Source: an optimization exercise on an open RTL-to-GDS flow (aim: small area and a short achievable clock period). Production flows keep margins and buffers that such runs may drop.
Where RTL was checked, it was by simulation tests only, not by an equivalence proof against the original.

==> module SW2dec, before the edit <==
module SW2dec (switches, dec, leds);
	input  [9:0] switches;
	output [9:0] leds;
	output [3:0] dec;
	wire [9:0] below;    
	assign below[0] = 1'b0;
	genvar k;
	generate for (k = 1; k < 10; k = k + 1) begin : pre
		assign below[k] = below[k-1] | switches[k-1];
	end endgenerate
	assign leds[0]   = switches[0] | ~(below[9] | switches[9]);
	assign leds[9:1] = switches[9:1] & ~below[9:1];
	assign dec[0] = leds[1] | leds[3] | leds[5] | leds[7] | leds[9];
	assign dec[1] = leds[2] | leds[3] | leds[6] | leds[7];
	assign dec[2] = leds[4] | leds[5] | leds[6] | leds[7];
	assign dec[3] = leds[8] | leds[9];
endmodule
==> module seven_seg_driver, before the edit <==
module seven_seg_driver(din,HEX);
	input  [3:0] din;
	output [6:0] HEX;
	wire D = din[3], C = din[2], B = din[1], A = din[0];
	assign HEX[0] = (~D & ~C & ~B & A) | (C & ~B & ~A);
	assign HEX[1] = C & (B ^ A);
	assign HEX[2] = ~C & B & ~A;
	assign HEX[3] = (~C & ~B & A) | (C & ~B & ~A) | (C & B & A);
	assign HEX[4] = A | (C & ~B);
	assign HEX[5] = (~C & B) | (B & A) | (~D & ~C & A);
	assign HEX[6] = (~D & ~C & ~B) | (C & B & A);
endmodule
==> module project3Top, before the edit <==
module project3Top(CLOCK_50, SW, KEY, LED, HEX0, HEX1, HEX2, HEX3, HEX4, HEX5);
	input        CLOCK_50;
	input  [9:0] SW;
	input  [2:0] KEY;
	output [9:0] LED;
	output [6:0] HEX0, HEX1, HEX2, HEX3, HEX4, HEX5;
	wire        push, sqrt, reset;
	wire [3:0]  push_num;
	reg  [23:0] num;      
	reg  [3:0]  ph;       
	reg  [11:0] y;        
	assign reset = KEY[1];
	SW2dec F1 (.switches(SW), .dec(push_num), .leds(LED));
	seven_seg_driver S0(num[3:0],HEX0);
	seven_seg_driver S1(num[7:4],HEX1);
	seven_seg_driver S2(num[11:8],HEX2);
	seven_seg_driver S3(num[15:12],HEX3);
	seven_seg_driver S4(num[19:16],HEX4);
	seven_seg_driver S5(num[23:20],HEX5);
	keypressed U1 (.clock(CLOCK_50), .reset(reset), .enable_in(KEY[2]), .enable_out(push));
	keypressed U2 (.clock(CLOCK_50), .reset(reset), .enable_in(KEY[0]), .enable_out(sqrt));
	wire [15:0] diff;
	wire        b1, b3;
	newton F2 (.r(num[15:0]), .y(y), .d(diff), .b1(b1), .b3(b3));
	wire entry = (ph == 4'd0);
	wire sub   = (ph == 4'd3) | (ph == 4'd5) | (ph == 4'd7);
	wire ge    = (ph == 4'd3) ? ~b1 : (~b3 | ((ph == 4'd7) & num[16]));
	wire take  = sub & ge;
	wire rot   = (ph >= 4'd1) & (ph <= 4'd6);
	wire outd  = (ph >= 4'd10) & (ph <= 4'd12);
	wire ysh   = (ph == 4'd2) | (ph == 4'd4) | (ph == 4'd6) | (ph == 4'd10) | (ph == 4'd11);
	wire shift = entry ? (push & ~sqrt & (num[23:20] == 4'd0)) : (~take & (ph != 4'd13));
	wire [3:0] qd  = y[11] ? {1'b0, y[10:8]} + 4'd5 : {1'b0, y[10:8]};
	wire [3:0] ins = entry ? push_num : rot ? num[23:20] : outd ? qd : 4'd0;
	always @(posedge CLOCK_50 or negedge reset) begin
		if (reset == 1'b0) begin
			ph  <= 4'd0;
			num <= 24'h000000;
		end else begin
			if (entry ? sqrt : (~take & (ph != 4'd13)))
				ph <= ph + 4'd1;
			if (shift)
				num <= {num[19:0], ins};
			else if (take) begin
				num[15:0] <= diff;
				num[16]   <= num[16] & ~b3;
			end
		end
	end
	always @(posedge CLOCK_50) begin
		if (entry)
			y <= 12'd0;            
		else if (take) begin
			y[2:0] <= (y[2:0] == 3'd4) ? 3'd0 : y[2:0] + 3'd1;
			y[3]   <= y[3] | (y[2:0] == 3'd4);
		end else if (ysh)
			y <= {y[7], y[6:3], y[2:0], 1'b0, 3'd0};
	end
endmodule
export LEC_CHECK = 0
export ABC_CLOCK_PERIOD_IN_PS = 120000
export CAP_MARGIN = 20
export CORE_MARGIN = 2
export CORE_UTILIZATION = 40
export SETUP_SLACK_MARGIN = 5
export SLEW_MARGIN = 20
create_clock -name core_clock -period 120.0 [get_ports {CLOCK_50}]
standard.sh (not shown) runs the stock make flow with config.mk's settings and CLKGATE_MAP_FILE= SYNTH_SCRIPT=/design/flow/synth_recipe.tcl, a recipe that flattens the netlist after the stock synthesis.
==> flow/flow/run.sh <==
#!/bin/bash
# Own layout flow: the standard ORFS flow, with these changes:
#  - synthesis maps logic with ABC scripts of our own (flow/abc_pass.tcl):
#    delay-oriented for the SW -> LED cone, area-oriented for the rest,
#    and without the half/full-adder cell extraction;
#  - the port buffers are buf_1 cells.
# Registers, floorplan, power grid, CTS and routing are the standard flow's.
set -euo pipefail
W=$(pwd)
F=$W/flow

# ORFS's synth.tcl, with its abc call replaced by flow/abc_pass.tcl
sed 's#^\( *\)log_cmd abc {\*}$abc_args#\1set ::own_flow_dir '"$F"'\n\1source '"$F"'/abc_pass.tcl#' \
  "$FLOW_HOME/scripts/synth.tcl" > "$W/own_synth.tcl"
grep -q "abc_pass.tcl" "$W/own_synth.tcl"
sed 's#source \$::env(SCRIPTS_DIR)/synth.tcl#source '"$W"'/own_synth.tcl#' "$W/synth_recipe.tcl" > "$W/own_synth_recipe.tcl"
grep -q own_synth.tcl "$W/own_synth_recipe.tcl"

bash "$W/standard.sh" ADDER_MAP_FILE= SYNTH_SCRIPT="$W/own_synth_recipe.tcl" \
  "BUFFER_PORTS_ARGS=-buffer_cell sky130_fd_sc_hd__buf_1" finish > "$W/orfs_flow.log" 2>&1
==> flow/flow/abc.script <==
strash
&get -n
&deepsyn -T 30
&put
dch -f
amap
topo
==> flow/flow/abc_fast.script <==
strash
dch -f
map {D}
topo
buffer -p
upsize {D}
dnsize {D}
==> flow/flow/abc_pass.tcl <==
# Replaces ORFS's single abc call (sourced from own_synth.tcl).
# The LED outputs' cone (combinational from SW, the paths that set the
# achieved period) gets a delay-oriented mapping; the rest an area one.
set fast_args [lreplace $abc_args 1 1 $::own_flow_dir/abc_fast.script]
set i [lsearch -exact $fast_args -D]
if {$i >= 0} { set fast_args [lreplace $fast_args $i [expr {$i+1}]] }
lappend fast_args -D 100
log_cmd abc {*}$fast_args w:LED %ci*
set abc_args [lreplace $abc_args 1 1 $::own_flow_dir/abc.script]
log_cmd abc {*}$abc_args
Then changed:
--- a/flow/design.v
+++ b/flow/design.v
@@ -11,20 +11,19 @@
 	assign leds[0]   = switches[0] | ~(below[9] | switches[9]);
 	assign leds[9:1] = switches[9:1] & ~below[9:1];
-	assign dec[0] = leds[1] | leds[3] | leds[5] | leds[7] | leds[9];
-	assign dec[1] = leds[2] | leds[3] | leds[6] | leds[7];
-	assign dec[2] = leds[4] | leds[5] | leds[6] | leds[7];
-	assign dec[3] = leds[8] | leds[9];
+	assign dec[0] = |(leds & 10'b0001101100);
+	assign dec[1] = |(leds & 10'b1111101100);
+	assign dec[2] = |(leds & 10'b0010001110);
+	assign dec[3] = |(leds & 10'b1010111010);
 endmodule
-module seven_seg_driver(din,HEX);
-	input  [3:0] din;
+module seven_seg_driver(din, HEX);
+	input [3:0] din;
 	output [6:0] HEX;
-	wire D = din[3], C = din[2], B = din[1], A = din[0];
-	assign HEX[0] = (~D & ~C & ~B & A) | (C & ~B & ~A);
-	assign HEX[1] = C & (B ^ A);
-	assign HEX[2] = ~C & B & ~A;
-	assign HEX[3] = (~C & ~B & A) | (C & ~B & ~A) | (C & B & A);
-	assign HEX[4] = A | (C & ~B);
-	assign HEX[5] = (~C & B) | (B & A) | (~D & ~C & A);
-	assign HEX[6] = (~D & ~C & ~B) | (C & B & A);
+	assign HEX[0] = (din[3] & ~din[1]);
+	assign HEX[1] = (~din[2] & din[0]);
+	assign HEX[2] = (~din[3] & din[2]);
+	assign HEX[3] = (din[3] & ~din[0]);
+	assign HEX[4] = (din[3]);
+	assign HEX[5] = (din[2]);
+	assign HEX[6] = (~din[3] & ~din[1]) | (din[2] & ~din[0]);
 endmodule
 module keypressed(clock, reset, enable_in, enable_out);
@@ -61,4 +60,20 @@
 	assign b3 = bo[4];
 endmodule
+module conv(c, d);
+	input [3:0] c;
+	output [3:0] d;
+	assign d[0] = (c[3] & c[1]) | (c[2] & ~c[0]);
+	assign d[1] = (~c[3] & c[0]) | (c[2] & c[1]);
+	assign d[2] = (~c[2] & c[0]) | (c[3] & ~c[2] & ~c[1]) | (c[2] & c[1] & ~c[0]);
+	assign d[3] = (~c[2] & c[1] & ~c[0]);
+endmodule
+module qdig(u, c);
+	input [3:0] u;
+	output [3:0] c;
+	assign c[0] = (~u[3] & u[1]) | (u[3] & ~u[2] & ~u[1]);
+	assign c[1] = (u[1]) | (u[3]);
+	assign c[2] = (~u[3] & u[0]) | (u[1] & ~u[0]);
+	assign c[3] = (~u[3] & u[0]) | (u[2]) | (u[3] & ~u[0]);
+endmodule
 module project3Top(CLOCK_50, SW, KEY, LED, HEX0, HEX1, HEX2, HEX3, HEX4, HEX5);
 	input        CLOCK_50;
@@ -93,6 +108,8 @@
 	wire ysh   = (ph == 4'd2) | (ph == 4'd4) | (ph == 4'd6) | (ph == 4'd10) | (ph == 4'd11);
 	wire shift = entry ? (push & ~sqrt & (num[23:20] == 4'd0)) : (~take & (ph != 4'd13));
-	wire [3:0] qd  = y[11] ? {1'b0, y[10:8]} + 4'd5 : {1'b0, y[10:8]};
-	wire [3:0] ins = entry ? push_num : rot ? num[23:20] : outd ? qd : 4'd0;
+	wire [3:0] qd, top_bcd;
+	qdig Q (.u({y[11], y[10:8]}), .c(qd));
+	conv C (.c(num[23:20]), .d(top_bcd));
+	wire [3:0] ins = entry ? push_num : rot ? top_bcd : outd ? qd : 4'd0;
 	always @(posedge CLOCK_50 or negedge reset) begin
 		if (reset == 1'b0) begin
After rerunning: The changed run produced a clean layout; final cell count came out lower by 12%; global-route usage came out higher by 0.25 points; setup slack gets worse by 29 ps; utilization came out lower by 0.45 points; wire length came out lower by 3.4%; clock skew came out lower by 5.6 ps; first-iteration DRC count came out higher by 28%; die area came out lower by 4.5%.
Only the layout flow was run in the first run of this note; the RTL was not checked for function there.

==> re-timing with driven ports <==
No port has a modelled driver above. Below, the same layouts with a new extraction and two added sets of constraints.
Step 1 (the two cells are an assumption about what drives the block):
set clk [get_ports {CLOCK_50}]
set_driving_cell -lib_cell sky130_fd_sc_hd__clkbuf_16 $clk
set_driving_cell -lib_cell sky130_fd_sc_hd__buf_2 [delete_from_list [all_inputs] $clk]
Step 2 moves the port delays by t, midway between the first and last clock arrival at a register: inputs arrive t later, outputs are due t later. That takes back most of the time a late clock gives input paths.
a / b / c = ideal ports / drivers / drivers and shift; a / b = the first two.
run	t (ns)	slack for setup (ns)	slew at the worst register clock pin (ns)	worst slew at a driven data input, ns
the first run	0.316	70.956 / 70.934 / 70.934	0.09 / 0.09	0.03
the second run	0.327	70.927 / 70.907 / 70.907	0.09 / 0.09	0.03
After both steps every run listed still meets setup and hold. For the first run, which loses most, drivers alone change the setup slack by -0.022 ns; drivers and shift together by -0.022 ns.
